From an optimization exercise on the open Yosys and OpenROAD flow, aimed at small area, a short achievable clock period and few clock cycles; shortcuts taken in it are not production practice.
No run shown here included a check of the RTL's function; only the layout flow was run.
Power and IR drop assume default switching activity.

--- design/flow/flow/run.sh ---
#!/bin/bash
# Own layout flow: the standard ORFS flow (standard.sh, unchanged synthesis),
# with small port buffers and timing repair aimed past the clock period.
# Each tool's full output goes to the ORFS logs under orfs/logs/; make's own
# output goes to flow_make.log in the work folder.
set -euo pipefail
MARGIN=$(cat flow/margin.txt 2>/dev/null || echo 7.4)
bash standard.sh \
  "BUFFER_PORTS_ARGS=-buffer_cell sky130_fd_sc_hd__buf_2" \
  "SETUP_SLACK_MARGIN=$MARGIN" \
  finish > flow_make.log 2>&1
--- design/flow/flow/margin.txt ---
7.4
--- design/flow/standard.sh ---
#!/bin/bash
# synth_recipe.tcl (not shown) runs the flow's synth.tcl, then flattens the netlist and writes it again
# the make line also repeats each setting of config.mk as NAME=value (left out here)
make -C /OpenROAD-flow-scripts/flow DESIGN_CONFIG=/design/flow/config.mk WORK_HOME=/design/flow/orfs CLKGATE_MAP_FILE= SYNTH_SCRIPT=/design/flow/synth_recipe.tcl "${@:-finish}"
--- design/flow/config.mk ---
export PLATFORM = sky130hd
export DESIGN_NAME = linear_layer_with_mem
export DESIGN_NICKNAME = linear_layer_with_mem
export VERILOG_FILES = /design/flow/design.v
export SDC_FILE = /design/flow/constraint.sdc
export NUM_CORES = 8
export LEC_CHECK = 0
export CAP_MARGIN = 20
export CORE_MARGIN = 2
export CORE_UTILIZATION = 40
export SLEW_MARGIN = 20
export SYNTH_HIERARCHICAL = 1
export SYNTH_MINIMUM_KEEP_SIZE = 0
--- design/flow/constraint.sdc ---
create_clock -name core_clock -period 11.0 [get_ports {clk}]
set_input_delay 2.2000 -clock core_clock [delete_from_list [all_inputs] [get_ports {clk}]]
set_output_delay 2.2000 -clock core_clock [all_outputs]
set_load 0.01 [all_outputs]
--- design/flow/design.v ---
module linear_layer_with_mem #(
    parameter DATA_WIDTH    = 8,
    parameter W_WIDTH       = 8,
    parameter ACC_WIDTH     = 32,
    parameter ADDR_WIDTH    = 8,
    parameter DATABUS_WIDTH = 32,
    parameter N = 8,
    parameter M = 8
)(
    input  wire clk,
    input  wire rst,
    input  wire start,
    input  wire [ADDR_WIDTH-1:0] activ_base,
    input  wire [ADDR_WIDTH-1:0] weight_base,
    input  wire [ADDR_WIDTH-1:0] bias_base,
    input  wire [ADDR_WIDTH-1:0] output_base,
    output reg mem_w,
    output reg mem_sel,
    output reg done,
    output reg out_valid,
    output wire [ADDR_WIDTH-1:0]    address_bus,
    input  wire [DATABUS_WIDTH-1:0] data_bus_in,
    output wire [DATABUS_WIDTH-1:0] data_bus_out,
    input  wire                     ready
);
    localparam PH_IDLE = 3'd0, PH_ACT = 3'd1, PH_BIAS = 3'd2, PH_WGT = 3'd3,
               PH_OUT = 3'd4, PH_DONE = 3'd5;
    reg [2:0] phase;
    reg [2:0] i, j;        
    reg [1:0] k;           
    reg       busy;        
    reg       rdy_q, rdy_qq;    
    reg       ov1;
    reg [7:0]  act [0:7];
    reg [6:0]  wq;         
    reg [15:0] bl;         
    reg        pneg;       
    reg        psgn;       
    reg [31:0] r;
    reg [7:0]  address;
    assign address_bus  = address;
    assign data_bus_out = r;
    wire xfer = mem_sel & ready;
    wire [7:0] a = act[0];
    wire w0 = data_bus_in[0];
    wire w1 = data_bus_in[1];
    wire [9:0] ppx_new = (({10{w0}} & {{2{a[7]}}, a}) |
                          ({10{w1 & ~w0}} & {a[7], a, 1'b0})) ^ {10{w1}};
    wire [2:0] trip = wq[2:0];
    wire s_neg = trip[2] & ~(trip[1] & trip[0]);
    wire s_one = trip[1] ^ trip[0];
    wire s_two = (trip[2] & ~trip[1] & ~trip[0]) | (~trip[2] & trip[1] & trip[0]);
    wire [9:0] ppx_s = (({10{s_one}} & {{2{a[7]}}, a}) |
                        ({10{s_two}} & {a[7], a, 1'b0})) ^ {10{s_neg}};
    reg  [15:0] bl_s;
    always @* begin
        case (k)
            2'd0: bl_s = {{4{ppx_s[9]}}, ppx_s, {2{s_neg}}};
            2'd1: bl_s = {{2{ppx_s[9]}}, ppx_s, {4{s_neg}}};
            default: bl_s = {ppx_s, {6{s_neg}}};
        endcase
    end
    wire new_w   = xfer & (phase == PH_WGT);
    wire more    = busy & (k != 2'd3);
    wire [15:0] bl_n   = new_w ? {{6{ppx_new[9]}}, ppx_new} : more ? bl_s : 16'd0;
    wire        pneg_n = new_w ? w1 : more & s_neg;
    wire        psgn_n = new_w ? ppx_new[9] : more & ppx_s[9];
    wire [15:0] lsum;
    wire        c16;
    llwm_add16 u_add (.a(r[15:0]), .b(bl), .ci(pneg), .s(lsum), .co(c16));
    wire [15:0] hi1, hi0;
    llwm_hi u_hi (.h(r[31:16]), .sgn(psgn), .o1(hi1), .o0(hi0));
    wire [31:0] sum = {c16 ? hi1 : hi0, lsum};
    reg [7:0] nbase, noff;
    always @* begin
        case (phase)
            PH_BIAS: begin nbase = bias_base;   noff = {5'd0, i}; end
            PH_WGT:  begin nbase = weight_base; noff = {2'd0, i, j}; end
            PH_OUT:  begin nbase = output_base; noff = {5'd0, i}; end
            default: begin nbase = activ_base;  noff = {5'd0, j}; end
        endcase
    end
    always @(posedge clk or posedge rst) begin
        if (rst) begin
            phase <= PH_IDLE;
            i <= 0; j <= 0; k <= 0;
            busy <= 0; rdy_q <= 0; rdy_qq <= 0;
            mem_sel <= 0; mem_w <= 0;
            done <= 0; out_valid <= 0; ov1 <= 0;
        end else begin
            rdy_q <= xfer;
            rdy_qq <= rdy_q;
            ov1 <= xfer & mem_w;
            out_valid <= (xfer & mem_w) | ov1;
            mem_w <= (phase == PH_OUT);
            if (busy) begin
                k <= k + 2'd1;
                if (k == 2'd3) busy <= 0;
            end
            case (phase)
                PH_IDLE: if (start) begin
                    phase <= PH_ACT;
                    mem_sel <= 1;
                end
                PH_DONE: ;
                default: begin
                    mem_sel <= ~xfer;
                    if (xfer) begin
                        case (phase)
                            PH_ACT: begin
                                j <= j + 3'd1;
                                if (j == 3'd7) phase <= PH_BIAS;
                            end
                            PH_BIAS: phase <= PH_WGT;
                            PH_WGT: begin
                                busy <= 1;
                                j <= j + 3'd1;
                                if (j == 3'd7) phase <= PH_OUT;
                            end
                            default: begin
                                i <= i + 3'd1;
                                if (i == 3'd7) begin
                                    phase <= PH_DONE;
                                    done <= 1;
                                end else
                                    phase <= PH_BIAS;
                            end
                        endcase
                    end
                end
            endcase
        end
    end
    wire rot = busy & (k == 2'd3);
    integer n;
    always @(posedge clk) begin
        if (phase == PH_IDLE)
            address <= activ_base;
        else if (rdy_q)
            address <= nbase;
        else
            address <= address + (rdy_qq ? noff : 8'd0);
        wq <= busy ? {2'b00, wq[6:2]} : data_bus_in[7:1];
        bl <= bl_n;
        pneg <= pneg_n;
        psgn <= psgn_n;
        if (phase == PH_ACT)
            act[7] <= data_bus_in[7:0];
        else if (rot)
            act[7] <= act[0];
        if ((rdy_q && phase == PH_ACT) || rot)
            for (n = 0; n < 7; n = n + 1) act[n] <= act[n+1];
        r <= (phase == PH_BIAS) ? data_bus_in : sum;
    end
endmodule
module llwm_add16 (
    input  wire [15:0] a,
    input  wire [15:0] b,
    input  wire        ci,
    output wire [15:0] s,
    output wire        co
);
    wire [15:0] g0 = a & b;
    wire [15:0] p0 = a ^ b;
    reg  [15:0] G [0:4];
    reg  [15:0] P [0:4];
    integer lv, n;
    always @* begin
        G[0] = g0; P[0] = p0;
        for (lv = 0; lv < 4; lv = lv + 1) begin
            G[lv+1] = G[lv]; P[lv+1] = P[lv];
            for (n = (1 << lv); n < 16; n = n + 1) begin
                G[lv+1][n] = G[lv][n] | (P[lv][n] & G[lv][n - (1 << lv)]);
                P[lv+1][n] = P[lv][n] & P[lv][n - (1 << lv)];
            end
        end
    end
    wire [16:0] c = {G[4] | (P[4] & {16{ci}}), ci};
    assign s  = p0 ^ c[15:0];
    assign co = c[16];
endmodule
module llwm_hi (
    input  wire [15:0] h,
    input  wire        sgn,
    output wire [15:0] o1,
    output wire [15:0] o0
);
    wire [15:0] all1, all0;
    assign all1[0] = 1'b1;
    assign all0[0] = 1'b1;
    genvar gi;
    generate for (gi = 1; gi < 16; gi = gi + 1) begin : pre
        assign all1[gi] = &h[gi-1:0];
        assign all0[gi] = ~|h[gi-1:0];
    end endgenerate
    assign o1 = h ^ ({16{~sgn}} & all1);
    assign o0 = h ^ ({16{sgn}} & all0);
endmodule
==> results of run 1 <==
-- power by group through the flow --
stage	combinational (mW)	sequential, mW	clock, mW
floorplan	0.939	0.967	0
global placement	1.19	1.02	0
detailed placement	1.20	1.02	0
CTS	1.21	1.01	0.624
global route	1.36	1.04	0.645
finish	1.21	1.01	0.608
-- modules after synthesis (local to each module, per instance) --
module	cells	copies in the design	flip-flops and latches
llwm_add16	106	1	0
llwm_hi	78	1	0
linear_layer_with_mem	543	1	146
-- routing by layer --
metal  vias up  wire [um]
met3        22        813
met2       144       7854
met4         0        248
li1       2891          -
met1      2800       8449
met5         -          0
-- state kept, by name, indices dropped and copies added, names as in the netlist, 2 cells and up --
register,cells
wq,7
i,3
act,64
r,32
k,2
bl,14
j,3
phase,3
address,8
-- synth_stat cells (14+ instances only) --
| cell type | number |
|---|---|
| sky130_fd_sc_hd__a21oi_1 | 38 |
| sky130_fd_sc_hd__buf_2 | 14 |
| sky130_fd_sc_hd__clkbuf_1 | 16 |
| sky130_fd_sc_hd__dfrtp_1 | 19 |
| sky130_fd_sc_hd__dfxtp_1 | 63 |
| sky130_fd_sc_hd__edfxtp_1 | 64 |
| sky130_fd_sc_hd__ha_1 | 32 |
| sky130_fd_sc_hd__inv_1 | 16 |
| sky130_fd_sc_hd__mux2_2 | 34 |
| sky130_fd_sc_hd__mux2i_1 | 30 |
| sky130_fd_sc_hd__nand2_1 | 71 |
| sky130_fd_sc_hd__nand3_1 | 15 |
| sky130_fd_sc_hd__nor2_1 | 30 |
| sky130_fd_sc_hd__o21ai_0 | 39 |
| sky130_fd_sc_hd__xnor2_1 | 24 |
| sky130_fd_sc_hd__xor2_1 | 29 |
-- layout by cell type, fill, tap and decap left out, types with 5 or more instances in the layout --
| cell | netlist | layout |
|---|---|---|
| sky130_fd_sc_hd__edfxtp_1 | 64 | 64 |
| sky130_fd_sc_hd__nand4_1 | 7 | 7 |
| sky130_fd_sc_hd__o21ai_1 | 9 | 8 |
| sky130_fd_sc_hd__nor2b_1 | 7 | 7 |
| sky130_fd_sc_hd__a21o_1 | 8 | 8 |
| sky130_fd_sc_hd__xor2_1 | 29 | 29 |
| sky130_fd_sc_hd__o31ai_1 | 5 | 5 |
| sky130_fd_sc_hd__o211ai_1 | 7 | 7 |
| sky130_fd_sc_hd__mux2_2 | 34 | 34 |
| sky130_fd_sc_hd__a22oi_1 | 8 | 8 |
| sky130_fd_sc_hd__a21oi_1 | 38 | 38 |
| sky130_fd_sc_hd__xnor2_1 | 24 | 24 |
| sky130_fd_sc_hd__dfxtp_1 | 63 | 63 |
| sky130_fd_sc_hd__a221oi_1 | 10 | 10 |
| sky130_fd_sc_hd__ha_1 | 32 | 32 |
| sky130_fd_sc_hd__and2_1 | 5 | 5 |
| sky130_fd_sc_hd__mux2i_1 | 30 | 30 |
| sky130_fd_sc_hd__nand2b_1 | 10 | 10 |
| sky130_fd_sc_hd__buf_2 | 14 | 112 |
| sky130_fd_sc_hd__nor2_1 | 30 | 30 |
| sky130_fd_sc_hd__clkbuf_16 | 0 | 17 |
| sky130_fd_sc_hd__and3_1 | 10 | 10 |
| sky130_fd_sc_hd__a211oi_1 | 5 | 5 |
| sky130_fd_sc_hd__dfrtp_1 | 19 | 17 |
| sky130_fd_sc_hd__o21ai_0 | 39 | 39 |
| sky130_fd_sc_hd__nand3_1 | 15 | 14 |
| sky130_fd_sc_hd__nand2_1 | 71 | 71 |
| sky130_fd_sc_hd__inv_1 | 16 | 16 |
| sky130_fd_sc_hd__nor3_1 | 10 | 10 |
-- final timing paths --
| check | end | slack, ns | cells after the start |
|---|---|---|---|
| min | act[3][5]$_DFFE_PP_ | 0.42 | 0 |
| min reg2reg | act[3][5]$_DFFE_PP_ | 0.42 | 0 |
| max | data_bus_out[24] | 7.59 | 1 |
| min in group asynchronous | phase[1]$_DFFE_PP0P_ | 1.92 | 2 |
| max in group asynchronous | phase[2]$_DFFE_PP0P_ | 8.56 | 2 |
| max reg2reg | address[6]$_DFF_P_ | 7.71 | 13 |
-- layout make-up --
type,count,area [sq um],share of cell area
inverter,17,63.81,0.006946
timing repair buffer,116,594.3,0.06470
clock buffer,21,440.4,0.04794
tap,265,331.6,0.03609
multi-input combinational,526,3918,0.4265
sequential,146,3661,0.3985
clock inverter,11,177.7,0.01934
-- cell families after synthesis --
logic type                 Yosys count
adders and majority gates           34
buffers and inverters               55
AOI/OAI and AO/OA                  179
muxes                               65
xor gates and xnor gates            53
and+or+nand+nor                    195
DFF                                146
-- stage by stage --
step                setup WS (ns)  hold WS [ns]    util  power (mW)
floorplan                   7.776        0.3519       -       1.905
global placement            7.073        0.4012  0.4419       2.211
detailed placement          7.024        0.4045  0.4419       2.221
CTS                         7.407        0.4166  0.4739       2.843
global route                7.388        0.4203  0.4751       3.049
finish                      7.594        0.4159  0.4751       2.828
-- repair_timing --
item	CTS	global route
hold buffers	0	0
endpoints found under the setup margin	0	7
resized for setup	0	4
==> results_tabular.tex, run 1 <==
\begin{tabular}{lr}
\hline
Metric & Value \\
\hline
\multicolumn{2}{l}{\textbf{Power}} \\
Worst-case vdd ir drop & 0.1228 mV \\
Flop pwr share & 0.357 \\
Clk network pwr share & 0.215 \\
Pwr per Cell Area & 307.9 mW/mm\^{}2 \\
Combinational power share & 0.428 \\
Static leakage & 3.713 nW \\
Cell-internal power & 1.739 mW \\
Switching Power & 1.089 mW \\
Switching fraction of total power & 0.3852 \\
\multicolumn{2}{l}{\textbf{Layout}} \\
Post-layout instance area & 0.009186 sq mm \\
Final \#Nets & 926 \\
Count of inserted antenna diode cells & 0 \\
Layout cell share with drive strength beyond 1 & 0.2509 \\
Fill cells & 1814 \\
Area growth, synth to finish & 17.70\% \\
Non-filler instance count after layout & 1102 \\
\multicolumn{2}{l}{\textbf{Global route}} \\
All-Layer GR Usage & 0.1692 \\
Global-route wire length before repair & 27180 um \\
Global routing usage on met1 & 0.2397 \\
Via count of the first global-routing pass & 5304 \\
Routing layer with the top usage in global route & met2 \\
GR met2 Demand/Resource & 0.2559 \\
Overflow after GRT & 0 \\
Met3 usage in global routing & 0.03366 \\
Maximum number of pins on one net before global-route repair & 57 \\
Number of antenna violations at the first check in global routing & 2 \\
\multicolumn{2}{l}{\textbf{Setup path}} \\
Required time reported for the critical path endpoint & 8.80 ns \\
Series of cell instances along the critical path & buf\_2 \\
Setup crit end kind & output pin \\
Peak per-stage delay on the critical path & 0.57 ns \\
CP Max Fanout & 11 \\
Crit Path Class & flip-flop to output pin \\
Source of the critical timing path & r[24]\$\_DFF\_P\_ \\
Worst path arrival time & 1.21 ns \\
CP bufs+invs & 1 \\
Kind of cell adding the most delay to the critical path & flip-flops \\
Kind of start point of the critical path & flip-flop \\
Startpoint of the lowest-slack register-to-register path & phase[2]\$\_DFFE\_PP0P\_ \\
CP max stage cell & sky130\_fd\_sc\_hd\_\_dfxtp\_1 \\
\multicolumn{2}{l}{\textbf{Route}} \\
Vias after detailed routing & 5857 \\
DRC violations left & 0 \\
Drt first-iter violations & 312 \\
Final wirelength & 17370 um \\
WL per Instance & 15.76 um \\
Antenna Violating Nets Remaining & 0 \\
Via-per-instance ratio & 5.315 \\
First-pass detailed-route iteration total & 4 \\
\multicolumn{2}{l}{\textbf{Yosys}} \\
Yosys top cell by area & sky130\_fd\_sc\_hd\_\_edfxtp\_1 \\
Post-synthesis sequential element count & 146 \\
Portion of synthesized cell area occupied by the leading cell type & 0.2462 \\
Post-Synth XOR/XNOR Area & 0.05947 \\
Average cell area after synthesis & 10.74 sq um \\
YS warnings & 11 \\
Main combinational cell family by area after synthesis & compound AO/OA/AOI/OAI gates \\
Simple-gate portion of the synthesized area & 0.1388 \\
Area of the mapped netlist & 0.007805 sq mm \\
Share of flip-flops with an asynchronous set or reset after synthesis & 0.1301 \\
Post-synthesis net count & 829 \\
Synth Area in Adders & 0.05643 \\
Count of distinct cell types in the synthesized netlist & 81 \\
Number of enable-type register cells in the synthesized netlist & 64 \\
Mux share of post-synthesis cell area & 0.08897 \\
Top FF cell, synth & sky130\_fd\_sc\_hd\_\_edfxtp\_1 \\
Share of the synthesized area in compound gates (AO/OA/AOI/OAI) & 0.1553 \\
Proportion of synthesized chip area in sequential cells & 0.4687 \\
Cell count after synthesis & 727 \\
Largest cells by area after synthesis & sky130\_fd\_sc\_hd\_\_edfxtp\_1 (25\%), sky130\_fd\_sc\_hd\_\_dfxtp\_1 (16\%), sky130\_fd\_sc\_hd\_\_dfrtp\_1 (6.1\%), sky130\_fd\_sc\_hd\_\_ha\_1 (5.1\%), sky130\_fd\_sc\_hd\_\_mux2\_2 (4.9\%) \\
\multicolumn{2}{l}{\textbf{Clocking}} \\
Number of buffers inserted during clock tree synthesis & 17 \\
Clock net sink count & 146 \\
Insertion delay of the later-clocked pin in the worst-skew pair & 0.43 ns \\
Htree depth & 4 \\
Post-CTS setup buffer count & 0 \\
Root buffer selected by CTS & sky130\_fd\_sc\_hd\_\_clkbuf\_16 \\
TritonCTS clock tree & yes \\
Number of buffers between clock root and the deepest sink & 2 \\
Clock-pin slew reported for the worst setup and hold paths after clock tree synthesis & 0.06 ns \\
\multicolumn{2}{l}{\textbf{Timing}} \\
Final clock skew & 0.01506 ns \\
Final critical-path required period & 3.406 ns \\
Final Max Tran Viols & 0 \\
Maximum achievable frequency & 0.2936 GHz \\
Final number of setup-violating endpoints & 0 \\
Unrepaired setup endpoints after global routing & true \\
Setup tns final & 0 ns \\
Worst max-slew margin expressed relative to the limit & 0.4936 \\
Fin. Hold Viols & 0 \\
Tcrit/Tclk final & 0.3097 \\
Transition at the pin with the smallest max-transition slack & 0.7587 ns \\
\multicolumn{2}{l}{\textbf{Placement}} \\
Routability congestion estimate from global placement & 0.8883 \\
Total placed cells including tap cells & 1069 \\
Total of buffers placed on input and output ports & 111 \\
Sum of net half-perimeters after detailed placement & 12510 um \\
Total placed instance area & 0.008544 sq mm \\
\multicolumn{2}{l}{\textbf{Die}} \\
Cell row count & 51 \\
Starting Density & 0.4037 \\
DIE HEIGHT & 143.7 um \\
Die span in x & 143.7 um \\
Die Area & 0.02065 sq mm \\
Area inside the core boundary & 0.01933 sq mm \\
Top-level I/O count & 112 \\
\multicolumn{2}{l}{\textbf{Status}} \\
Run status & finished clean \\
\multicolumn{2}{l}{\textbf{Flow run}} \\
Number of max-cap violations & 0 \\
\multicolumn{2}{l}{\textbf{Worst hold path}} \\
Hold Path Origin & act[4][5]\$\_DFFE\_PP\_ \\
Worst min-delay path class & flip-flop to flip-flop \\
\hline
\end{tabular}
==> inputs of run 2 (changes only) <==
==> design/flow/flow/run.sh (replaced) <==
#!/bin/bash
# Own layout flow: the standard ORFS flow (standard.sh, unchanged
# synthesis) with the make settings listed in flow/knobs.txt (one per line):
# smaller port buffers and clock buffers, and timing repair aimed past the
# clock period. Each tool's full output goes to its ORFS log under orfs/logs/;
# make's own output goes to flow_make.log in the work folder.
set -euo pipefail
args=()
while IFS= read -r line; do
  [[ -z "$line" || "$line" == \#* ]] && continue
  args+=("$line")
done < flow/knobs.txt
bash standard.sh "${args[@]}" finish > flow_make.log 2>&1
==> design/flow/flow/knobs.txt (new file) <==
BUFFER_PORTS_ARGS=-buffer_cell sky130_fd_sc_hd__buf_2
SETUP_SLACK_MARGIN=8.0
removed: design/flow/flow/margin.txt
==> run 2 against run 1 <==
  * Still clean on timing, DRC and antenna
  * Non-clock buffer count increased by 47
  * Hold slack about the same
  * Cell area grew 8.3%
  * Largest power group unchanged
==> results_tabular.tex, run 2 <==
\begin{tabular}{lr}
\hline
Metric & Value \\
\hline
\multicolumn{2}{l}{\textbf{Yosys}} \\
Most common library cells after synthesis & sky130\_fd\_sc\_hd\_\_nand2\_1 (71), sky130\_fd\_sc\_hd\_\_edfxtp\_1 (64), sky130\_fd\_sc\_hd\_\_dfxtp\_1 (63) \\
Yosys top cell by area & sky130\_fd\_sc\_hd\_\_edfxtp\_1 \\
Cell count after synthesis & 727 \\
YS warnings & 11 \\
Most used standard cell by instance count after synthesis & sky130\_fd\_sc\_hd\_\_nand2\_1 \\
Post-synthesis sequential element count & 146 \\
Largest cells by area after synthesis & sky130\_fd\_sc\_hd\_\_edfxtp\_1 (25\%), sky130\_fd\_sc\_hd\_\_dfxtp\_1 (16\%), sky130\_fd\_sc\_hd\_\_dfrtp\_1 (6.1\%), sky130\_fd\_sc\_hd\_\_ha\_1 (5.1\%), sky130\_fd\_sc\_hd\_\_mux2\_2 (4.9\%) \\
Portion of synthesized cell area occupied by the leading cell type & 0.2462 \\
Proportion of synthesized chip area in sequential cells & 0.4687 \\
Area of the mapped netlist & 0.007805 sq mm \\
Top FF cell, synth & sky130\_fd\_sc\_hd\_\_edfxtp\_1 \\
Number of enable-type register cells in the synthesized netlist & 64 \\
Post-synthesis net count & 829 \\
Average cell area after synthesis & 10.74 sq um \\
Count of distinct cell types in the synthesized netlist & 81 \\
Share of flip-flops with an asynchronous set or reset after synthesis & 0.1301 \\
\multicolumn{2}{l}{\textbf{Route}} \\
WL per Instance & 15.77 um \\
Via-per-instance ratio & 5.215 \\
Antenna Violating Nets Remaining & 0 \\
First-pass detailed-route iteration total & 4 \\
DRC violations left & 0 \\
Final wirelength & 18120 um \\
Vias after detailed routing & 5992 \\
Drt first-iter violations & 365 \\
\multicolumn{2}{l}{\textbf{Power}} \\
Cell-internal power & 1.882 mW \\
Static leakage & 4.056 nW \\
Worst-case vdd ir drop & 0.1231 mV \\
Pwr per Cell Area & 306.8 mW/mm\^{}2 \\
Switching Power & 1.171 mW \\
Flop pwr share & 0.322 \\
Combinational power share & 0.498 \\
Switching fraction of total power & 0.3835 \\
Clk network pwr share & 0.180 \\
\multicolumn{2}{l}{\textbf{Timing}} \\
Final clock skew & 0.01534 ns \\
Final critical-path required period & 3.160 ns \\
Maximum achievable frequency & 0.3164 GHz \\
Tcrit/Tclk final & 0.2873 \\
Transition at the pin with the smallest max-transition slack & 1.023 ns \\
Min setup slack post-route & 7.840 ns \\
Fin. Hold Viols & 0 \\
Final number of setup-violating endpoints & 0 \\
Worst max-slew margin expressed relative to the limit & 0.3124 \\
Final Max Tran Viols & 0 \\
Unrepaired setup endpoints after global routing & true \\
Setup tns final & 0 ns \\
\multicolumn{2}{l}{\textbf{Setup path}} \\
Setup crit end kind & output pin \\
Series of cell instances along the critical path & buf\_6 \\
Worst-case reg-to-reg path depth & 14 \\
CP max stage cell & sky130\_fd\_sc\_hd\_\_dfrtp\_2 \\
CP Max Fanout & 2 \\
Kind of start point of the critical path & flip-flop \\
R2r setup slk & 8.13 ns \\
Startpoint of the lowest-slack register-to-register path & phase[0]\$\_DFFE\_PP0P\_ \\
Crit Path Class & flip-flop to output pin \\
CP bufs+invs & 1 \\
Endpoint of the most critical register-to-register path & address[6]\$\_DFF\_P\_ \\
Kind of cell adding the most delay to the critical path & flip-flops \\
Required time reported for the critical path endpoint & 8.80 ns \\
Worst path arrival time & 0.96 ns \\
Peak per-stage delay on the critical path & 0.42 ns \\
\multicolumn{2}{l}{\textbf{Global route}} \\
Overflow after GRT & 0 \\
Global-route wire length before repair & 28100 um \\
Maximum number of pins on one net before global-route repair & 57 \\
Via count of the first global-routing pass & 5515 \\
All-Layer GR Usage & 0.1745 \\
Number of antenna violations at the first check in global routing & 0 \\
\multicolumn{2}{l}{\textbf{Clocking}} \\
Clock net sink count & 146 \\
Number of buffers inserted during clock tree synthesis & 17 \\
TritonCTS clock tree & yes \\
Root buffer selected by CTS & sky130\_fd\_sc\_hd\_\_clkbuf\_16 \\
Insertion delay of the later-clocked pin in the worst-skew pair & 0.43 ns \\
Cts-stage hold buffer count & 0 \\
Clock-pin slew reported for the worst setup and hold paths after clock tree synthesis & 0.07 ns \\
Number of buffers between clock root and the deepest sink & 2 \\
Htree depth & 4 \\
\multicolumn{2}{l}{\textbf{Placement}} \\
Sum of net half-perimeters after detailed placement & 12420 um \\
Routability congestion estimate from global placement & 0.8474 \\
Worst slack at placement & 7.258 ns \\
Total of buffers placed on input and output ports & 111 \\
\multicolumn{2}{l}{\textbf{Worst hold path}} \\
Hold EP & act[5][5]\$\_DFFE\_PP\_ \\
Hold Path Origin & act[6][5]\$\_DFFE\_PP\_ \\
Depth of the worst hold-timing path & 0 \\
Worst min-delay path class & flip-flop to flip-flop \\
\multicolumn{2}{l}{\textbf{Die}} \\
Starting Density & 0.4037 \\
Cell row count & 51 \\
Top-level I/O count & 112 \\
Die Area & 0.02065 sq mm \\
Die span in x & 143.7 um \\
Area inside the core boundary & 0.01933 sq mm \\
DIE HEIGHT & 143.7 um \\
\multicolumn{2}{l}{\textbf{Layout}} \\
Register bank with the most flops & act \\
Commonest non-fill, non-tap cell in the layout & sky130\_fd\_sc\_hd\_\_nand2\_1 \\
Most used cells in the layout excluding fill and tap cells & sky130\_fd\_sc\_hd\_\_nand2\_1 (69), sky130\_fd\_sc\_hd\_\_buf\_2 (67), sky130\_fd\_sc\_hd\_\_edfxtp\_1 (64) \\
Layout cell share with drive strength beyond 1 & 0.3529 \\
Flip-flop count of the largest register after layout & 64 \\
Final \#Nets & 973 \\
Count of inserted antenna diode cells & 0 \\
Largest registers & act: 64 flops, r: 32 flops, bl: 14 flops \\
Area growth, synth to finish & 27.51\% \\
\multicolumn{2}{l}{\textbf{Status}} \\
Run status & finished clean \\
\multicolumn{2}{l}{\textbf{Flow run}} \\
Number of max-cap violations & 0 \\
\hline
\end{tabular}
[run 2: cell counts after synthesis]
No cell type changed its count.
[run 2: stage by stage]
stage	cells	total power [mW]	area, sq um	util	hold slack (ns)
floorplan	727	1.917	7874	-	0.3519
global placement	1069	2.222	8597	0.4446	0.4003
detailed placement	1069	2.227	8597	0.4446	0.4045
CTS	1140	3.030	9831	0.5084	0.4193
global route	1149	3.274	9952	0.5147	0.4234
finish	1149	3.053	9952	0.5147	0.4157
[run 2: logic make-up (layout without fill, tap and decap cells)]
family / after synthesis / after routing / synth area share
xor gates and xnor gates: 53 / 53 / 0.05947
AOI/OAI and AO/OA: 179 / 179 / 0.1553
and+or+nand+nor: 195 / 195 / 0.1388
muxes: 65 / 65 / 0.08897
adders and majority gates: 34 / 34 / 0.05643
DFF: 146 / 146 / 0.4687
buffers and inverters: 55 / 212 / 0.03222
[run 2: per-module statistics from Yosys (local to each module, per instance)]
module	flops+latches	cells inside	copies in the design	cell area [sq um]
linear_layer_with_mem	146	543	1	6417
llwm_add16	0	106	1	774.5
llwm_hi	0	78	1	613.1
[run 2: layout make-up]
cell class / instances / area, sq um
fillers: 1736 / 9383
clock buffers: 17 / 425.4
well taps: 265 / 331.6
clock inverters: 15 / 141.4
flip-flops and latches: 146 / 3747
inverters: 17 / 66.31
repair buffers: 163 / 1260
multi-input cells: 526 / 3980
[run 2: worst register-to-register path, cell delays in order (launching register included)]
cell and delay [ns]:
sky130_fd_sc_hd__dfrtp_1 0.45, sky130_fd_sc_hd__buf_12 0.21, sky130_fd_sc_hd__nor2_4 0.06, sky130_fd_sc_hd__buf_12 0.16, sky130_fd_sc_hd__nor2_2 0.19, sky130_fd_sc_hd__nand2_1 0.07, sky130_fd_sc_hd__a21boi_0 0.16, sky130_fd_sc_hd__ha_1 0.21
sky130_fd_sc_hd__inv_1 0.06, sky130_fd_sc_hd__fa_1 0.40, sky130_fd_sc_hd__nor2b_1 0.17, sky130_fd_sc_hd__o31a_1 0.16, sky130_fd_sc_hd__o22ai_1 0.09, sky130_fd_sc_hd__xor2_1 0.15, sky130_fd_sc_hd__a221oi_1 0.25
[run 2: per-layer routing]
layer | vias to the layer above | track usage | wire, um
met5 | - | 0 | 0
met4 | 0 | 0.05470 | 213
met3 | 19 | 0.04265 | 803
met2 | 126 | 0.2619 | 8249
met1 | 2860 | 0.2483 | 8851
li1 | 2987 | - | -
[run 2: worst max path at each step]
stage | start | end | slack (ns) | cells past startpoint
after floorplan | data_bus_in[0] | bl[10]$_DFF_P_ | 7.90 | 6
after global placement | data_bus_in[0] | bl[10]$_DFF_P_ | 7.30 | 6
after detailed placement | data_bus_in[0] | bl[10]$_DFF_P_ | 7.26 | 6
after CTS | mem_sel$_DFFE_PP0P_ | mem_sel | 7.82 | 1
after global routing | mem_sel$_DFFE_PP0P_ | mem_sel | 7.81 | 1
final | mem_sel$_DFFE_PP0P_ | mem_sel | 7.84 | 1
[run 2: what timing repair did]
action                     in CTS  in global routing
gates resized for setup       106                  9
setup endpoints to repair      69                 53
pin swaps                       0                  1
hold endpoints to repair        0                  0
buffers inserted               39                  8
gates cloned                    0                  1
[run 2: power by group through the flow]
stage          clock [mW]  sequential (mW)  combinational [mW]
6_report            0.549            0.983                1.52
5_1_grt             0.588             1.01                1.68
4_1_cts             0.564            0.986                1.48
3_5_place_dp            0             1.02                1.20
3_3_place_gp            0             1.02                1.20
2_1_floorplan           0            0.967               0.949
==> inputs of run 3 (changes only) <==
==> design/flow/flow/knobs.txt (replaced) <==
BUFFER_PORTS_ARGS=-buffer_cell sky130_fd_sc_hd__buf_1
SETUP_SLACK_MARGIN=7.8
CTS_ARGS=-sink_clustering_enable -repair_clock_nets -dont_use_dummy_load -buf_list sky130_fd_sc_hd__clkbuf_8 -sink_clustering_size 40 -sink_clustering_max_diameter 100
==> run 3 against run 2 <==
  * Still clean on timing, DRC and antenna
  * Die area did not move
  * Routed wire length is 4.5% lower
  * Via count down 2.9%
  * Cell area down 9.5%
  * Largest cell class unchanged
  * Largest power group unchanged
  * Highest routed layer unchanged
==> results_tabular.tex, run 3 <==
\begin{tabular}{lr}
\hline
Metric & Value \\
\hline
\multicolumn{2}{l}{\textbf{Status}} \\
Run status & finished clean \\
\multicolumn{2}{l}{\textbf{Setup path}} \\
CP Max Fanout & 2 \\
Source of the critical timing path & mem\_sel\$\_DFFE\_PP0P\_ \\
Worst setup endpoint & mem\_sel \\
Series of cell instances along the critical path & clkbuf\_2 \\
Path length in cells of the critical path & 1 \\
R2r setup slk & 7.95 ns \\
Kind of cell adding the most delay to the critical path & flip-flops \\
Endpoint of the most critical register-to-register path & address[6]\$\_DFF\_P\_ \\
Kind of start point of the critical path & flip-flop \\
Worst path arrival time & 0.97 ns \\
Startpoint of the lowest-slack register-to-register path & phase[2]\$\_DFFE\_PP0P\_ \\
Setup crit end kind & output pin \\
CP bufs+invs & 1 \\
Crit Path Class & flip-flop to output pin \\
Peak per-stage delay on the critical path & 0.40 ns \\
Required time reported for the critical path endpoint & 8.80 ns \\
Worst-case reg-to-reg path depth & 13 \\
CP max stage cell & sky130\_fd\_sc\_hd\_\_dfrtp\_1 \\
\multicolumn{2}{l}{\textbf{Route}} \\
WL per Instance & 15.63 um \\
Via-per-instance ratio & 5.256 \\
DRC violations left & 0 \\
First-pass detailed-route iteration total & 5 \\
Final wirelength & 17310 um \\
Antenna Violating Nets Remaining & 0 \\
Drt first-iter violations & 362 \\
Vias after detailed routing & 5818 \\
\multicolumn{2}{l}{\textbf{Die}} \\
Starting Density & 0.4037 \\
Die Area & 0.02065 sq mm \\
Area inside the core boundary & 0.01933 sq mm \\
DIE HEIGHT & 143.7 um \\
Cell row count & 51 \\
Die span in x & 143.7 um \\
Top-level I/O count & 112 \\
\multicolumn{2}{l}{\textbf{Clocking}} \\
Insertion delay of the later-clocked pin in the worst-skew pair & 0.44 ns \\
Clock net sink count & 146 \\
Cts-stage hold buffer count & 0 \\
Number of buffers inserted during clock tree synthesis & 17 \\
Number of buffers between clock root and the deepest sink & 2 \\
Root buffer selected by CTS & sky130\_fd\_sc\_hd\_\_clkbuf\_8 \\
TritonCTS clock tree & yes \\
Clock-pin slew reported for the worst setup and hold paths after clock tree synthesis & 0.09 ns \\
Htree depth & 4 \\
\multicolumn{2}{l}{\textbf{Flow run}} \\
Number of max-cap violations & 0 \\
\multicolumn{2}{l}{\textbf{Yosys}} \\
Count of distinct cell types in the synthesized netlist & 81 \\
Number of enable-type register cells in the synthesized netlist & 64 \\
Yosys top cell by area & sky130\_fd\_sc\_hd\_\_edfxtp\_1 \\
Top FF cell, synth & sky130\_fd\_sc\_hd\_\_edfxtp\_1 \\
Portion of synthesized cell area occupied by the leading cell type & 0.2462 \\
YS warnings & 11 \\
Proportion of synthesized chip area in sequential cells & 0.4687 \\
Average cell area after synthesis & 10.74 sq um \\
Most common library cells after synthesis & sky130\_fd\_sc\_hd\_\_nand2\_1 (71), sky130\_fd\_sc\_hd\_\_edfxtp\_1 (64), sky130\_fd\_sc\_hd\_\_dfxtp\_1 (63) \\
Share of flip-flops with an asynchronous set or reset after synthesis & 0.1301 \\
Post-synthesis net count & 829 \\
Area of the mapped netlist & 0.007805 sq mm \\
Largest cells by area after synthesis & sky130\_fd\_sc\_hd\_\_edfxtp\_1 (25\%), sky130\_fd\_sc\_hd\_\_dfxtp\_1 (16\%), sky130\_fd\_sc\_hd\_\_dfrtp\_1 (6.1\%), sky130\_fd\_sc\_hd\_\_ha\_1 (5.1\%), sky130\_fd\_sc\_hd\_\_mux2\_2 (4.9\%) \\
Most used standard cell by instance count after synthesis & sky130\_fd\_sc\_hd\_\_nand2\_1 \\
Cell count after synthesis & 727 \\
Post-synthesis sequential element count & 146 \\
\multicolumn{2}{l}{\textbf{Timing}} \\
Worst max-slew margin expressed relative to the limit & 0.3063 \\
Unrepaired setup endpoints after global routing & true \\
Final critical-path required period & 3.172 ns \\
Transition at the pin with the smallest max-transition slack & 1.033 ns \\
Final Max Tran Viols & 0 \\
Tcrit/Tclk final & 0.2884 \\
Setup tns final & 0 ns \\
Maximum achievable frequency & 0.3152 GHz \\
Final number of setup-violating endpoints & 0 \\
Final clock skew & 0.03032 ns \\
Min setup slack post-route & 7.828 ns \\
Post-Route Hold Slack & 0.3985 ns \\
Fin. Hold Viols & 0 \\
\multicolumn{2}{l}{\textbf{Global route}} \\
All-Layer GR Usage & 0.1637 \\
Global-route wire length before repair & 26210 um \\
Maximum number of pins on one net before global-route repair & 57 \\
Number of antenna violations at the first check in global routing & 1 \\
Via count of the first global-routing pass & 5179 \\
Overflow after GRT & 0 \\
\multicolumn{2}{l}{\textbf{Layout}} \\
Largest registers & act: 64 flops, r: 32 flops, bl: 14 flops \\
Commonest non-fill, non-tap cell in the layout & sky130\_fd\_sc\_hd\_\_buf\_1 \\
Area occupied by registers & 0.003731 sq mm \\
Post-layout instance area & 0.009004 sq mm \\
Register bank with the most flops & act \\
Fill cells & 1854 \\
Flip-flop count of the largest register after layout & 64 \\
Area growth, synth to finish & 15.36\% \\
Most used cells in the layout excluding fill and tap cells & sky130\_fd\_sc\_hd\_\_buf\_1 (79), sky130\_fd\_sc\_hd\_\_nand2\_1 (71), sky130\_fd\_sc\_hd\_\_edfxtp\_1 (64) \\
Count of inserted antenna diode cells & 0 \\
Layout Utilization & 0.4657 \\
Area of combinational cells with multiple inputs & 0.003958 sq mm \\
Layout cell share with drive strength beyond 1 & 0.2031 \\
Final \#Nets & 946 \\
\multicolumn{2}{l}{\textbf{Placement}} \\
Total of buffers placed on input and output ports & 111 \\
Worst slack at placement & 7.047 ns \\
Total placed instance area & 0.008411 sq mm \\
Sum of net half-perimeters after detailed placement & 12320 um \\
Routability congestion estimate from global placement & 0.8746 \\
\multicolumn{2}{l}{\textbf{Power}} \\
Switching fraction of total power & 0.4013 \\
Combinational power share & 0.506 \\
Clk network pwr share & 0.117 \\
Static leakage & 3.450 nW \\
Pwr per Cell Area & 288.9 mW/mm\^{}2 \\
Switching Power & 1.044 mW \\
Cell-internal power & 1.557 mW \\
Flop pwr share & 0.377 \\
Worst-case vdd ir drop & 0.07385 mV \\
\multicolumn{2}{l}{\textbf{Worst hold path}} \\
Worst min-delay path class & flip-flop to flip-flop \\
\hline
\end{tabular}
run 3: cell counts after synthesis:
Identical to the previous run, type by type.
run 3: worst min path at each step:
stage | slack [ns] | from | end | depth (start not counted)
5_1_grt | 0.40 | act[2][6]$_DFFE_PP_ | act[1][6]$_DFFE_PP_ | 0
3_5_place_dp | 0.40 | act[4][5]$_DFFE_PP_ | act[3][5]$_DFFE_PP_ | 0
4_1_cts | 0.40 | act[2][6]$_DFFE_PP_ | act[1][6]$_DFFE_PP_ | 0
6_report | 0.40 | act[2][6]$_DFFE_PP_ | act[1][6]$_DFFE_PP_ | 0
3_3_place_gp | 0.40 | act[2][6]$_DFFE_PP_ | act[1][6]$_DFFE_PP_ | 0
2_1_floorplan | 0.35 | rdy_q$_DFF_PP0_ | rdy_qq$_DFF_PP0_ | 0
run 3: kinds of logic after synthesis:
family | share of synthesized area
AOI/OAI and AO/OA | 0.1553
xor gates and xnor gates | 0.05947
adders and majority gates | 0.05643
buffers and inverters | 0.03222
DFF | 0.4687
muxes | 0.08897
and+or+nand+nor | 0.1388
run 3: per-stage QoR:
step	power, mW	std cells
final	2.601	1107
after global routing	2.811	1107
after CTS	2.556	1092
after detailed placement	2.194	1069
after global placement	2.188	1069
after floorplan	1.906	727
run 3: layer usage:
metal / wire [um] / vias up / global-route usage
li1: - / 2916 / -
met1: 8473 / 2723 / 0.2357
met2: 7591 / 153 / 0.2376
met3: 960 / 26 / 0.04065
met4: 280 / 0 / 0.06037
met5: 0 / - / 0
run 3: power by group through the flow:
stage	sequential (mW)	clock, mW	combinational [mW]
after floorplan	0.967	0	0.939
after global placement	1.02	0	1.17
after detailed placement	1.02	0	1.17
after CTS	1.00	0.318	1.23
after global routing	1.01	0.339	1.47
final	0.980	0.304	1.32
run 3: per-module statistics from Yosys, one instance, submodules excluded:
module	area, sq um	flip-flops and latches	cells
linear_layer_with_mem	6417	146	543
llwm_add16	774.5	0	106
llwm_hi	613.1	0	78
run 3: what timing repair did:
action | 4_1_cts | 5_1_grt
setup endpoints to repair | 36 | 39
buffers inserted | 6 | 14
pin swaps | 0 | 1
gates cloned | 0 | 1
gates resized for setup | 56 | 35
run 3: cell type report:
class	count	share of cell area
clock buffer	17	0.02599
inverter	17	0.007365
tap	265	0.03683
timing repair buffer	136	0.07588
multi-input combinational	526	0.4396
sequential	146	0.4144
==> inputs of run 4 (changes only) <==
==> design/flow/flow/knobs.txt (replaced) <==
BUFFER_PORTS_ARGS=-buffer_cell sky130_fd_sc_hd__buf_1
SETUP_SLACK_MARGIN=7.6
CTS_ARGS=-sink_clustering_enable -repair_clock_nets -dont_use_dummy_load -buf_list sky130_fd_sc_hd__clkbuf_8 -sink_clustering_size 40 -sink_clustering_max_diameter 100
==> run 4 against run 3 <==
  * Count of clock-buffer cells in the layout stayed put
  * Global-route usage is 0.26 points higher
  * Clock skew is 0.0016 ns lower
  * Synthesized area stayed put
  * Routed wire length down 0.17%
  * Combinational power is 11% lower
  * Largest power group unchanged
  * Highest routed layer unchanged
==> results_tabular.tex, run 4 <==
\begin{tabular}{lr}
\hline
Metric & Value \\
\hline
\multicolumn{2}{l}{\textbf{Status}} \\
Run status & finished clean \\
\multicolumn{2}{l}{\textbf{Yosys}} \\
Portion of synthesized cell area occupied by the leading cell type & 0.2462 \\
Average cell area after synthesis & 10.74 sq um \\
Proportion of synthesized chip area in sequential cells & 0.4687 \\
Area of the mapped netlist & 0.007805 sq mm \\
Share of flip-flops with an asynchronous set or reset after synthesis & 0.1301 \\
Largest cells by area after synthesis & sky130\_fd\_sc\_hd\_\_edfxtp\_1 (25\%), sky130\_fd\_sc\_hd\_\_dfxtp\_1 (16\%), sky130\_fd\_sc\_hd\_\_dfrtp\_1 (6.1\%), sky130\_fd\_sc\_hd\_\_ha\_1 (5.1\%), sky130\_fd\_sc\_hd\_\_mux2\_2 (4.9\%) \\
Count of distinct cell types in the synthesized netlist & 81 \\
Yosys top cell by area & sky130\_fd\_sc\_hd\_\_edfxtp\_1 \\
Post-synthesis net count & 829 \\
Most common library cells after synthesis & sky130\_fd\_sc\_hd\_\_nand2\_1 (71), sky130\_fd\_sc\_hd\_\_edfxtp\_1 (64), sky130\_fd\_sc\_hd\_\_dfxtp\_1 (63) \\
Number of enable-type register cells in the synthesized netlist & 64 \\
Most used standard cell by instance count after synthesis & sky130\_fd\_sc\_hd\_\_nand2\_1 \\
Top FF cell, synth & sky130\_fd\_sc\_hd\_\_edfxtp\_1 \\
Post-synthesis sequential element count & 146 \\
YS warnings & 11 \\
Cell count after synthesis & 727 \\
\multicolumn{2}{l}{\textbf{Die}} \\
Die Area & 0.02065 sq mm \\
Top-level I/O count & 112 \\
Starting Density & 0.4037 \\
DIE HEIGHT & 143.7 um \\
Cell row count & 51 \\
Area inside the core boundary & 0.01933 sq mm \\
Die span in x & 143.7 um \\
\multicolumn{2}{l}{\textbf{Global route}} \\
Via count of the first global-routing pass & 5156 \\
Number of antenna violations at the first check in global routing & 0 \\
Routing layer with the top usage in global route & met2 \\
All-Layer GR Usage & 0.1663 \\
GR met2 Demand/Resource & 0.2509 \\
Met3 usage in global routing & 0.03266 \\
Overflow after GRT & 0 \\
Global routing usage on met1 & 0.2399 \\
Global-route wire length before repair & 26790 um \\
Maximum number of pins on one net before global-route repair & 57 \\
\multicolumn{2}{l}{\textbf{Timing}} \\
Final critical-path required period & 3.326 ns \\
Fin. Hold Viols & 0 \\
Transition at the pin with the smallest max-transition slack & 1.120 ns \\
Maximum achievable frequency & 0.3006 GHz \\
Final number of setup-violating endpoints & 0 \\
Unrepaired setup endpoints after global routing & true \\
Final Max Tran Viols & 0 \\
Post-Route Hold Slack & 0.4063 ns \\
Setup tns final & 0 ns \\
Worst max-slew margin expressed relative to the limit & 0.2535 \\
Tcrit/Tclk final & 0.3024 \\
Final clock skew & 0.02868 ns \\
\multicolumn{2}{l}{\textbf{Setup path}} \\
Series of cell instances along the critical path & buf\_1 \\
CP max stage cell & sky130\_fd\_sc\_hd\_\_dfxtp\_1 \\
Worst path arrival time & 1.13 ns \\
Startpoint of the lowest-slack register-to-register path & phase[2]\$\_DFFE\_PP0P\_ \\
CP bufs+invs & 1 \\
Crit Path Class & flip-flop to output pin \\
Path length in cells of the critical path & 1 \\
Required time reported for the critical path endpoint & 8.80 ns \\
Kind of cell adding the most delay to the critical path & flip-flops \\
Kind of start point of the critical path & flip-flop \\
Worst-case reg-to-reg path depth & 13 \\
Source of the critical timing path & r[18]\$\_DFF\_P\_ \\
Setup crit end kind & output pin \\
Peak per-stage delay on the critical path & 0.48 ns \\
CP Max Fanout & 5 \\
\multicolumn{2}{l}{\textbf{Clocking}} \\
Insertion delay of the later-clocked pin in the worst-skew pair & 0.46 ns \\
Htree depth & 4 \\
Root buffer selected by CTS & sky130\_fd\_sc\_hd\_\_clkbuf\_8 \\
Number of gates resized after cts & 6 \\
Post-CTS setup buffer count & 0 \\
Clock-pin slew reported for the worst setup and hold paths after clock tree synthesis & 0.09 ns \\
Cts-stage hold buffer count & 0 \\
Clock net sink count & 146 \\
TritonCTS clock tree & yes \\
Number of buffers between clock root and the deepest sink & 2 \\
Number of buffers inserted during clock tree synthesis & 17 \\
\multicolumn{2}{l}{\textbf{Power}} \\
Worst-case vdd ir drop & 0.08405 mV \\
Switching Power & 1.039 mW \\
Static leakage & 3.222 nW \\
Flop pwr share & 0.406 \\
Cell-internal power & 1.473 mW \\
PnR Total Power & 2.512 mW \\
Pwr per Cell Area & 289.4 mW/mm\^{}2 \\
Switching fraction of total power & 0.4136 \\
Clk network pwr share & 0.124 \\
Combinational power share & 0.470 \\
\multicolumn{2}{l}{\textbf{Layout}} \\
Count of inserted antenna diode cells & 0 \\
Largest registers & act: 64 flops, r: 32 flops, bl: 14 flops \\
Area growth, synth to finish & 11.21\% \\
Post-layout instance area & 0.008680 sq mm \\
Layout cell share with drive strength beyond 1 & 0.1206 \\
Area of combinational cells with multiple inputs & 0.003923 sq mm \\
Commonest non-fill, non-tap cell in the layout & sky130\_fd\_sc\_hd\_\_buf\_1 \\
Fill cells & 1892 \\
Register bank with the most flops & act \\
Area occupied by registers & 0.003672 sq mm \\
Final \#Nets & 925 \\
Flip-flop count of the largest register after layout & 64 \\
Most used cells in the layout excluding fill and tap cells & sky130\_fd\_sc\_hd\_\_buf\_1 (110), sky130\_fd\_sc\_hd\_\_nand2\_1 (71), sky130\_fd\_sc\_hd\_\_edfxtp\_1 (64) \\
\multicolumn{2}{l}{\textbf{Route}} \\
DRC violations left & 0 \\
Vias after detailed routing & 5733 \\
Antenna Violating Nets Remaining & 0 \\
Via-per-instance ratio & 5.279 \\
Final wirelength & 17280 um \\
First-pass detailed-route iteration total & 7 \\
WL per Instance & 15.91 um \\
Drt first-iter violations & 407 \\
\multicolumn{2}{l}{\textbf{Worst hold path}} \\
Depth of the worst hold-timing path & 0 \\
Worst min-delay path class & flip-flop to flip-flop \\
Hold Path Origin & act[6][4]\$\_DFFE\_PP\_ \\
\multicolumn{2}{l}{\textbf{Flow run}} \\
Number of max-cap violations & 0 \\
\multicolumn{2}{l}{\textbf{Placement}} \\
Sum of net half-perimeters after detailed placement & 12500 um \\
Total of buffers placed on input and output ports & 111 \\
Routability congestion estimate from global placement & 0.8925 \\
Total placed instance area & 0.008406 sq mm \\
\hline
\end{tabular}
run 4: cell types whose count changed in the layout (fill, tap and decap cells not counted), sizes merged:
cell	before	now
buf	122	114
clkbuf	31	18
run 4: cell type report:
type / count / area share
sequential: 146 / 0.4231
multi-input combinational: 526 / 0.4519
inverter: 17 / 0.007352
clock buffer: 17 / 0.02696
tap: 265 / 0.03820
timing repair buffer: 115 / 0.05247
run 4: worst reg2reg max path: cells and delay by family, from the launching register on:
family                     cells  cell delay (ns)
adders and majority gates      2             0.62
and+or+nand+nor                3             0.57
buffers and inverters          2             0.35
AOI/OAI and AO/OA              5             0.82
DFF                            1             0.57
xor gates and xnor gates       1             0.15
run 4: power by group through the flow:
stage                     Clock, mW  Combinational (mW)  Sequential [mW]
after floorplan                   0               0.939            0.967
after global placement            0                1.17             1.02
after detailed placement          0                1.17             1.02
after CTS                     0.321                1.18             1.02
after global routing          0.342                1.33             1.05
final                         0.311                1.18             1.02
run 4: stage by stage:
stage	std cells	setup slack [ns]	util
finish	1086	7.674	0.4489
global route	1086	7.580	0.4489
CTS	1086	7.534	0.4476
detailed placement	1069	6.994	0.4347
global placement	1069	7.035	0.4347
floorplan	727	7.776	-
run 4: per-module statistics from Yosys, one instance, submodules excluded:
module | cell area (sq um) | copies in the design | flip-flops and latches | cells
linear_layer_with_mem | 6417 | 1 | 146 | 543
llwm_add16 | 774.5 | 1 | 0 | 106
llwm_hi | 613.1 | 1 | 0 | 78
run 4: path summary, 6_finish.rpt:
kind	to	slack (ns)
setup / recovery	data_bus_out[18]	7.67
hold / removal	act[5][4]$_DFFE_PP_	0.41
setup reg to reg	address[6]$_DFF_P_	7.83
hold reg to reg	act[5][4]$_DFFE_PP_	0.41
max in group asynchronous	phase[2]$_DFFE_PP0P_	8.56
min in group asynchronous	k[0]$_DFFE_PP0P_	1.88
run 4: metal layers:
layer	wire [um]	vias up
li1	-	2862
met4	227	0
met3	800	17
met5	0	-
met1	8479	2714
met2	7768	140
run 4: kinds of logic (layout without fill, tap and decap cells):
logic type | Yosys count | in the layout | share of synthesized area
AO/OA/AOI/OAI | 179 | 179 | 0.1553
multiplexers | 65 | 65 | 0.08897
AND/OR/NAND/NOR | 195 | 195 | 0.1388
flip-flops | 146 | 146 | 0.4687
XOR/XNOR | 53 | 53 | 0.05947
buffers and inverters | 55 | 149 | 0.03222
adder cells (fa/ha/maj) | 34 | 34 | 0.05643
==> inputs of run 5 (changes only) <==
==> design/flow/flow/knobs.txt (replaced) <==
BUFFER_PORTS_ARGS=-buffer_cell sky130_fd_sc_hd__buf_1
SETUP_SLACK_MARGIN=7.9
CTS_ARGS=-sink_clustering_enable -repair_clock_nets -dont_use_dummy_load -buf_list sky130_fd_sc_hd__clkbuf_8 -sink_clustering_size 40 -sink_clustering_max_diameter 100
==> run 5 against run 4 <==
  * Setup slack improved by 0.16 ns
  * Critical endpoint is now mem_sel
  * Synthesized cell count unchanged
  * Non-clock buffer count increased by 52
  * Global-route usage increased by 1.0 points
  * First-iteration DRC count is 7.4% higher
  * Sequential power shrank 4%
  * Hold slack worse by 0.0040 ns
==> results_tabular.tex, run 5 <==
\begin{tabular}{lr}
\hline
Metric & Value \\
\hline
\multicolumn{2}{l}{\textbf{Layout}} \\
Commonest non-fill, non-tap cell in the layout & sky130\_fd\_sc\_hd\_\_nand2\_1 \\
Final \#Nets & 977 \\
Flip-flop count of the largest register after layout & 64 \\
Area of combinational cells with multiple inputs & 0.003975 sq mm \\
Register bank with the most flops & act \\
Count of inserted antenna diode cells & 0 \\
Fill cells & 1770 \\
Largest registers & act: 64 flops, r: 32 flops, bl: 14 flops \\
Most used cells in the layout excluding fill and tap cells & sky130\_fd\_sc\_hd\_\_nand2\_1 (69), sky130\_fd\_sc\_hd\_\_buf\_1 (66), sky130\_fd\_sc\_hd\_\_edfxtp\_1 (64) \\
Area growth, synth to finish & 21.99\% \\
Layout cell share with drive strength beyond 1 & 0.2680 \\
Area occupied by registers & 0.003749 sq mm \\
\multicolumn{2}{l}{\textbf{Die}} \\
Starting Density & 0.4037 \\
DIE HEIGHT & 143.7 um \\
Die Area & 0.02065 sq mm \\
Area inside the core boundary & 0.01933 sq mm \\
Die span in x & 143.7 um \\
Top-level I/O count & 112 \\
Cell row count & 51 \\
\multicolumn{2}{l}{\textbf{Timing}} \\
Final critical-path required period & 3.169 ns \\
Final Max Tran Viols & 0 \\
Transition at the pin with the smallest max-transition slack & 1.026 ns \\
Worst max-slew margin expressed relative to the limit & 0.3107 \\
Final clock skew & 0.03498 ns \\
Fin. Hold Viols & 0 \\
Final number of setup-violating endpoints & 0 \\
Min setup slack post-route & 7.831 ns \\
Maximum achievable frequency & 0.3156 GHz \\
Setup tns final & 0 ns \\
Unrepaired setup endpoints after global routing & true \\
Tcrit/Tclk final & 0.2881 \\
\multicolumn{2}{l}{\textbf{Clocking}} \\
Htree depth & 4 \\
Number of buffers between clock root and the deepest sink & 2 \\
Number of buffers inserted during clock tree synthesis & 17 \\
Root buffer selected by CTS & sky130\_fd\_sc\_hd\_\_clkbuf\_8 \\
Cts-stage hold buffer count & 0 \\
Clock-pin slew reported for the worst setup and hold paths after clock tree synthesis & 0.09 ns \\
Insertion delay of the later-clocked pin in the worst-skew pair & 0.45 ns \\
Clock net sink count & 146 \\
TritonCTS clock tree & yes \\
\multicolumn{2}{l}{\textbf{Route}} \\
Drt first-iter violations & 437 \\
WL per Instance & 15.62 um \\
DRC violations left & 0 \\
Vias after detailed routing & 5949 \\
First-pass detailed-route iteration total & 4 \\
Antenna Violating Nets Remaining & 0 \\
Final wirelength & 17780 um \\
Via-per-instance ratio & 5.228 \\
\multicolumn{2}{l}{\textbf{Yosys}} \\
Yosys top cell by area & sky130\_fd\_sc\_hd\_\_edfxtp\_1 \\
Average cell area after synthesis & 10.74 sq um \\
Top FF cell, synth & sky130\_fd\_sc\_hd\_\_edfxtp\_1 \\
Number of enable-type register cells in the synthesized netlist & 64 \\
Count of distinct cell types in the synthesized netlist & 81 \\
Post-synthesis sequential element count & 146 \\
YS warnings & 11 \\
Most used standard cell by instance count after synthesis & sky130\_fd\_sc\_hd\_\_nand2\_1 \\
Proportion of synthesized chip area in sequential cells & 0.4687 \\
Cell count after synthesis & 727 \\
Share of flip-flops with an asynchronous set or reset after synthesis & 0.1301 \\
Post-synthesis net count & 829 \\
Most common library cells after synthesis & sky130\_fd\_sc\_hd\_\_nand2\_1 (71), sky130\_fd\_sc\_hd\_\_edfxtp\_1 (64), sky130\_fd\_sc\_hd\_\_dfxtp\_1 (63) \\
Portion of synthesized cell area occupied by the leading cell type & 0.2462 \\
Largest cells by area after synthesis & sky130\_fd\_sc\_hd\_\_edfxtp\_1 (25\%), sky130\_fd\_sc\_hd\_\_dfxtp\_1 (16\%), sky130\_fd\_sc\_hd\_\_dfrtp\_1 (6.1\%), sky130\_fd\_sc\_hd\_\_ha\_1 (5.1\%), sky130\_fd\_sc\_hd\_\_mux2\_2 (4.9\%) \\
Area of the mapped netlist & 0.007805 sq mm \\
\multicolumn{2}{l}{\textbf{Setup path}} \\
Kind of start point of the critical path & flip-flop \\
Worst path arrival time & 0.97 ns \\
Required time reported for the critical path endpoint & 8.80 ns \\
Setup crit end kind & output pin \\
R2r setup slk & 8.04 ns \\
Startpoint of the lowest-slack register-to-register path & phase[2]\$\_DFFE\_PP0P\_ \\
Kind of cell adding the most delay to the critical path & flip-flops \\
Worst-case reg-to-reg path depth & 13 \\
Endpoint of the most critical register-to-register path & address[6]\$\_DFF\_P\_ \\
CP bufs+invs & 1 \\
Crit Path Class & flip-flop to output pin \\
CP Max Fanout & 2 \\
Series of cell instances along the critical path & clkbuf\_2 \\
Peak per-stage delay on the critical path & 0.40 ns \\
CP max stage cell & sky130\_fd\_sc\_hd\_\_dfrtp\_1 \\
\multicolumn{2}{l}{\textbf{Status}} \\
Run status & finished clean \\
\multicolumn{2}{l}{\textbf{Global route}} \\
All-Layer GR Usage & 0.1764 \\
Overflow after GRT & 0 \\
Number of antenna violations at the first check in global routing & 0 \\
Via count of the first global-routing pass & 5630 \\
Maximum number of pins on one net before global-route repair & 57 \\
Global-route wire length before repair & 28400 um \\
\multicolumn{2}{l}{\textbf{Power}} \\
Worst-case vdd ir drop & 0.09070 mV \\
Pwr per Cell Area & 294.4 mW/mm\^{}2 \\
Static leakage & 3.716 nW \\
\multicolumn{2}{l}{\textbf{Worst hold path}} \\
Hold EP & act[4][4]\$\_DFFE\_PP\_ \\
Worst min-delay path class & flip-flop to flip-flop \\
Hold Path Origin & act[5][4]\$\_DFFE\_PP\_ \\
Depth of the worst hold-timing path & 0 \\
\multicolumn{2}{l}{\textbf{Placement}} \\
Worst slack at placement & 6.964 ns \\
Routability congestion estimate from global placement & 0.8667 \\
Total of buffers placed on input and output ports & 111 \\
Sum of net half-perimeters after detailed placement & 12210 um \\
\multicolumn{2}{l}{\textbf{Flow run}} \\
Number of max-cap violations & 0 \\
\hline
\end{tabular}
[run 5: cell counts after synthesis]
No cell type changed its count.
[run 5: kinds of logic after synthesis]
group | count (synthesis) | share of synthesized area
adder cells (fa/ha/maj) | 34 | 0.05643
AND/OR/NAND/NOR | 195 | 0.1388
XOR/XNOR | 53 | 0.05947
AO/OA/AOI/OAI | 179 | 0.1553
buffers and inverters | 55 | 0.03222
flip-flops | 146 | 0.4687
multiplexers | 65 | 0.08897
[run 5: final cells by class]
class,instances,area share
clock buffers,17,0.02457
well taps,265,0.03482
flip-flops and latches,146,0.3937
repair buffers,167,0.1225
multi-input cells,526,0.4175
inverters,17,0.006965
[run 5: how the worst max path moves through the flow]
stage / start / to / slack (ns) / cells past startpoint
finish: mem_sel$_DFFE_PP0P_ / mem_sel / 7.83 / 1
global route: done$_DFFE_PP0P_ / done / 7.78 / 1
CTS: mem_sel$_DFFE_PP0P_ / mem_sel / 7.80 / 1
detailed placement: data_bus_in[0] / bl[10]$_DFF_P_ / 6.96 / 6
global placement: data_bus_in[0] / bl[10]$_DFF_P_ / 7.06 / 6
floorplan: data_bus_in[0] / bl[10]$_DFF_P_ / 7.90 / 6
[run 5: per-layer routing]
layer / vias up / wire (um) / track usage
met3: 19 / 661 / 0.04065
met4: 0 / 252 / 0.05418
met1: 2828 / 8797 / 0.2490
li1: 2980 / - / -
met2: 122 / 8066 / 0.2697
met5: - / 0 / 0
[run 5: through the flow]
step | cells | total power, mW | instance area (sq um) | util | hold WS, ns
3_5_place_dp | 1069 | 2.203 | 8444 | 0.4367 | 0.4045
4_1_cts | 1124 | 2.772 | 9370 | 0.4846 | 0.4062
3_3_place_gp | 1069 | 2.196 | 8444 | 0.4367 | 0.4008
6_report | 1138 | 2.803 | 9522 | 0.4925 | 0.4023
5_1_grt | 1138 | 3.030 | 9522 | 0.4925 | 0.4125
2_1_floorplan | 727 | 1.912 | 7850 | - | 0.3519
[run 5: what timing repair did]
item	CTS	global route
setup buffers	38	14
resized for setup	144	13
setup endpoints to repair	63	56
hold endpoints to repair	0	0
[run 5: Yosys stat by module (local to each module, per instance)]
module,flops+latches,cells,area (sq um),times used
linear_layer_with_mem,146,543,6417,1
llwm_add16,0,106,774.5,1
llwm_hi,0,78,613.1,1
[run 5: power by group]
part | total, mW | switching [mW] | internal, mW
sequential | 0.980 | 0.141 | 0.839
combinational | 1.52 | 0.777 | 0.741
clock | 0.305 | 0.169 | 0.136
total | 2.80 | 1.09 | 1.72
==> inputs of run 6 (changes only) <==
==> design/flow/flow/knobs.txt (replaced) <==
BUFFER_PORTS_ARGS=-buffer_cell sky130_fd_sc_hd__buf_1
SETUP_SLACK_MARGIN=7.8
CTS_ARGS=-sink_clustering_enable -repair_clock_nets -dont_use_dummy_load -buf_list sky130_fd_sc_hd__clkbuf_8 -sink_clustering_size 40 -sink_clustering_max_diameter 100
--- a/design/flow/config.mk
+++ b/design/flow/config.mk
@@ -7,7 +7,7 @@
 export LEC_CHECK = 0
 export CAP_MARGIN = 20
 export CORE_MARGIN = 2
-export CORE_UTILIZATION = 40
+export CORE_UTILIZATION = 65
 export SLEW_MARGIN = 20
 export SYNTH_HIERARCHICAL = 1
 export SYNTH_MINIMUM_KEEP_SIZE = 0
==> run 6 against run 5 <==
  * Still clean
  * Count of clock-buffer cells in the layout unchanged
  * Die area down 38%
  * Power down 7.1%
  * Clock power down 1%
  * Routed wire length down 2.4%
  * Cell area down 7.9%
  * Setup slack better by 0.0048 ns
  * Final cell count down 13%
  * Core utilization up 25 points
  * Synthesized area unchanged
  * Sequential share of layout area up 3.1 points
  * Sequential power up 5%
  * Critical path type unchanged
  * Highest routed layer unchanged
==> results_tabular.tex, run 6 <==
\begin{tabular}{lr}
\hline
Metric & Value \\
\hline
\multicolumn{2}{l}{\textbf{Status}} \\
Run status & finished clean \\
\multicolumn{2}{l}{\textbf{Setup path}} \\
Kind of start point of the critical path & flip-flop \\
Worst path arrival time & 0.96 ns \\
Setup crit end kind & output pin \\
Crit Path Class & flip-flop to output pin \\
R2r setup slk & 8.06 ns \\
Series of cell instances along the critical path & buf\_1 \\
Required time reported for the critical path endpoint & 8.80 ns \\
\multicolumn{2}{l}{\textbf{Yosys}} \\
Most common library cells after synthesis & sky130\_fd\_sc\_hd\_\_nand2\_1 (71), sky130\_fd\_sc\_hd\_\_edfxtp\_1 (64), sky130\_fd\_sc\_hd\_\_dfxtp\_1 (63) \\
Simple-gate portion of the synthesized area & 0.1388 \\
Most used standard cell by instance count after synthesis & sky130\_fd\_sc\_hd\_\_nand2\_1 \\
Cell count after synthesis & 727 \\
Share of the synthesized area in compound gates (AO/OA/AOI/OAI) & 0.1553 \\
Post-synthesis net count & 829 \\
Count of distinct cell types in the synthesized netlist & 81 \\
Synth Area in Adders & 0.05643 \\
Post-synthesis sequential element count & 146 \\
Area of the mapped netlist & 0.007805 sq mm \\
Share of flip-flops with an asynchronous set or reset after synthesis & 0.1301 \\
\multicolumn{2}{l}{\textbf{Route}} \\
Drt first-iter violations & 544 \\
DRC violations left & 0 \\
WL per Instance & 17.60 um \\
\multicolumn{2}{l}{\textbf{Power}} \\
Worst-case vdd ir drop & 0.1797 mV \\
Static leakage & 3.379 nW \\
Pwr per Cell Area & 296.8 mW/mm\^{}2 \\
\multicolumn{2}{l}{\textbf{Global route}} \\
Number of antenna violations at the first check in global routing & 0 \\
\multicolumn{2}{l}{\textbf{Clocking}} \\
Root buffer selected by CTS & sky130\_fd\_sc\_hd\_\_clkbuf\_8 \\
Clock net sink count & 146 \\
Cts-stage hold buffer count & 0 \\
Number of buffers between clock root and the deepest sink & 2 \\
Clock-pin slew reported for the worst setup and hold paths after clock tree synthesis & 0.07 ns \\
\multicolumn{2}{l}{\textbf{Die}} \\
Die Area & 0.01290 sq mm \\
DIE HEIGHT & 113.6 um \\
Top-level I/O count & 112 \\
Starting Density & 0.6580 \\
\multicolumn{2}{l}{\textbf{Layout}} \\
Register bank with the most flops & act \\
Area growth, synth to finish & 12.36\% \\
Final \#Nets & 943 \\
Layout cell share with drive strength beyond 1 & 0.1812 \\
Most used cells in the layout excluding fill and tap cells & sky130\_fd\_sc\_hd\_\_buf\_1 (89), sky130\_fd\_sc\_hd\_\_nand2\_1 (70), sky130\_fd\_sc\_hd\_\_edfxtp\_1 (64) \\
\multicolumn{2}{l}{\textbf{Timing}} \\
Fin. Hold Viols & 0 \\
Final Max Tran Viols & 0 \\
Tcrit/Tclk final & 0.2877 \\
Setup tns final & 0 ns \\
Worst max-slew margin expressed relative to the limit & 0.3438 \\
Unrepaired setup endpoints after global routing & false \\
\multicolumn{2}{l}{\textbf{Placement}} \\
Routability congestion estimate from global placement & 0.9271 \\
Total placed cells including tap cells & 949 \\
\multicolumn{2}{l}{\textbf{Flow run}} \\
Number of max-cap violations & 0 \\
\hline
\end{tabular}
[run 6: through the flow]
stage,hold WS [ns],cell area [sq um],worst slack (ns),util
floorplan,0.3519,7810,7.814,-
global placement,0.4016,8248,7.074,0.6954
detailed placement,0.4045,8248,6.985,0.6954
CTS,0.4112,8611,7.804,0.7259
global route,0.4184,8770,7.800,0.7393
finish,0.4143,8770,7.836,0.7393
[run 6: path summary, 6_finish.rpt]
check                                     start                    to  cells past startpoint
min                         act[5][2]$_DFFE_PP_   act[4][2]$_DFFE_PP_                      0
min in group asynchronous                   rst         ov1$_DFF_PP0_                      2
min reg2reg                 act[5][2]$_DFFE_PP_   act[4][2]$_DFFE_PP_                      0
max in group asynchronous                   rst  phase[0]$_DFFE_PP0P_                      2
max                          address[7]$_DFF_P_        address_bus[7]                      1
max reg2reg                phase[1]$_DFFE_PP0P_    address[6]$_DFF_P_                     13
[run 6: logic make-up (layout without fill, tap and decap cells)]
family | count (synthesis) | in the layout
buf+inv | 55 | 165
compound gates | 179 | 179
xor+xnor | 53 | 53
flops | 146 | 146
mux | 65 | 65
fa+ha+maj | 34 | 34
simple gates | 195 | 197
[run 6: layout make-up]
cell class / count / area, sq um
Clock buffer: 17 / 234.0
Fill cell: 859 / 3092
Inverter: 17 / 66.31
Multi-Input combinational cell: 528 / 3970
Sequential cell: 146 / 3721
Tap cell: 147 / 183.9
Timing Repair Buffer: 131 / 594.3
[run 6: power breakdown]
part | internal [mW] | total, mW | switching, mW
Clock | 0.136 | 0.301 | 0.165
Combinational | 0.568 | 1.28 | 0.707
Sequential | 0.831 | 1.03 | 0.196
[run 6: layer usage]
layer | track usage | part of all wire
met4 | 0.07398 | 0.013
met5 | 0 | 0
met2 | 0.4279 | 0.46
met1 | 0.3906 | 0.46
met3 | 0.05048 | 0.062
[run 6: per-module statistics from Yosys (local to each module, per instance)]
module	cells	flops+latches	area, sq um	copies in the design
linear_layer_with_mem	543	146	6417	1
llwm_add16	106	0	774.5	1
llwm_hi	78	0	613.1	1
[run 6: repair_timing]
item | CTS | global route
pin swaps | 1 | 0
setup buffers | 4 | 14
cloned | 2 | 0
setup endpoints to repair | 34 | 28
gates resized for setup | 45 | 23

Check on run 6: ideal ports give 7.836 ns setup slack; a clkbuf_16 on the clock port and buf_2 on the inputs give 7.809 ns; moving port delays by the midpoint clock arrival (0.452 ns) as well gives 7.413 ns.
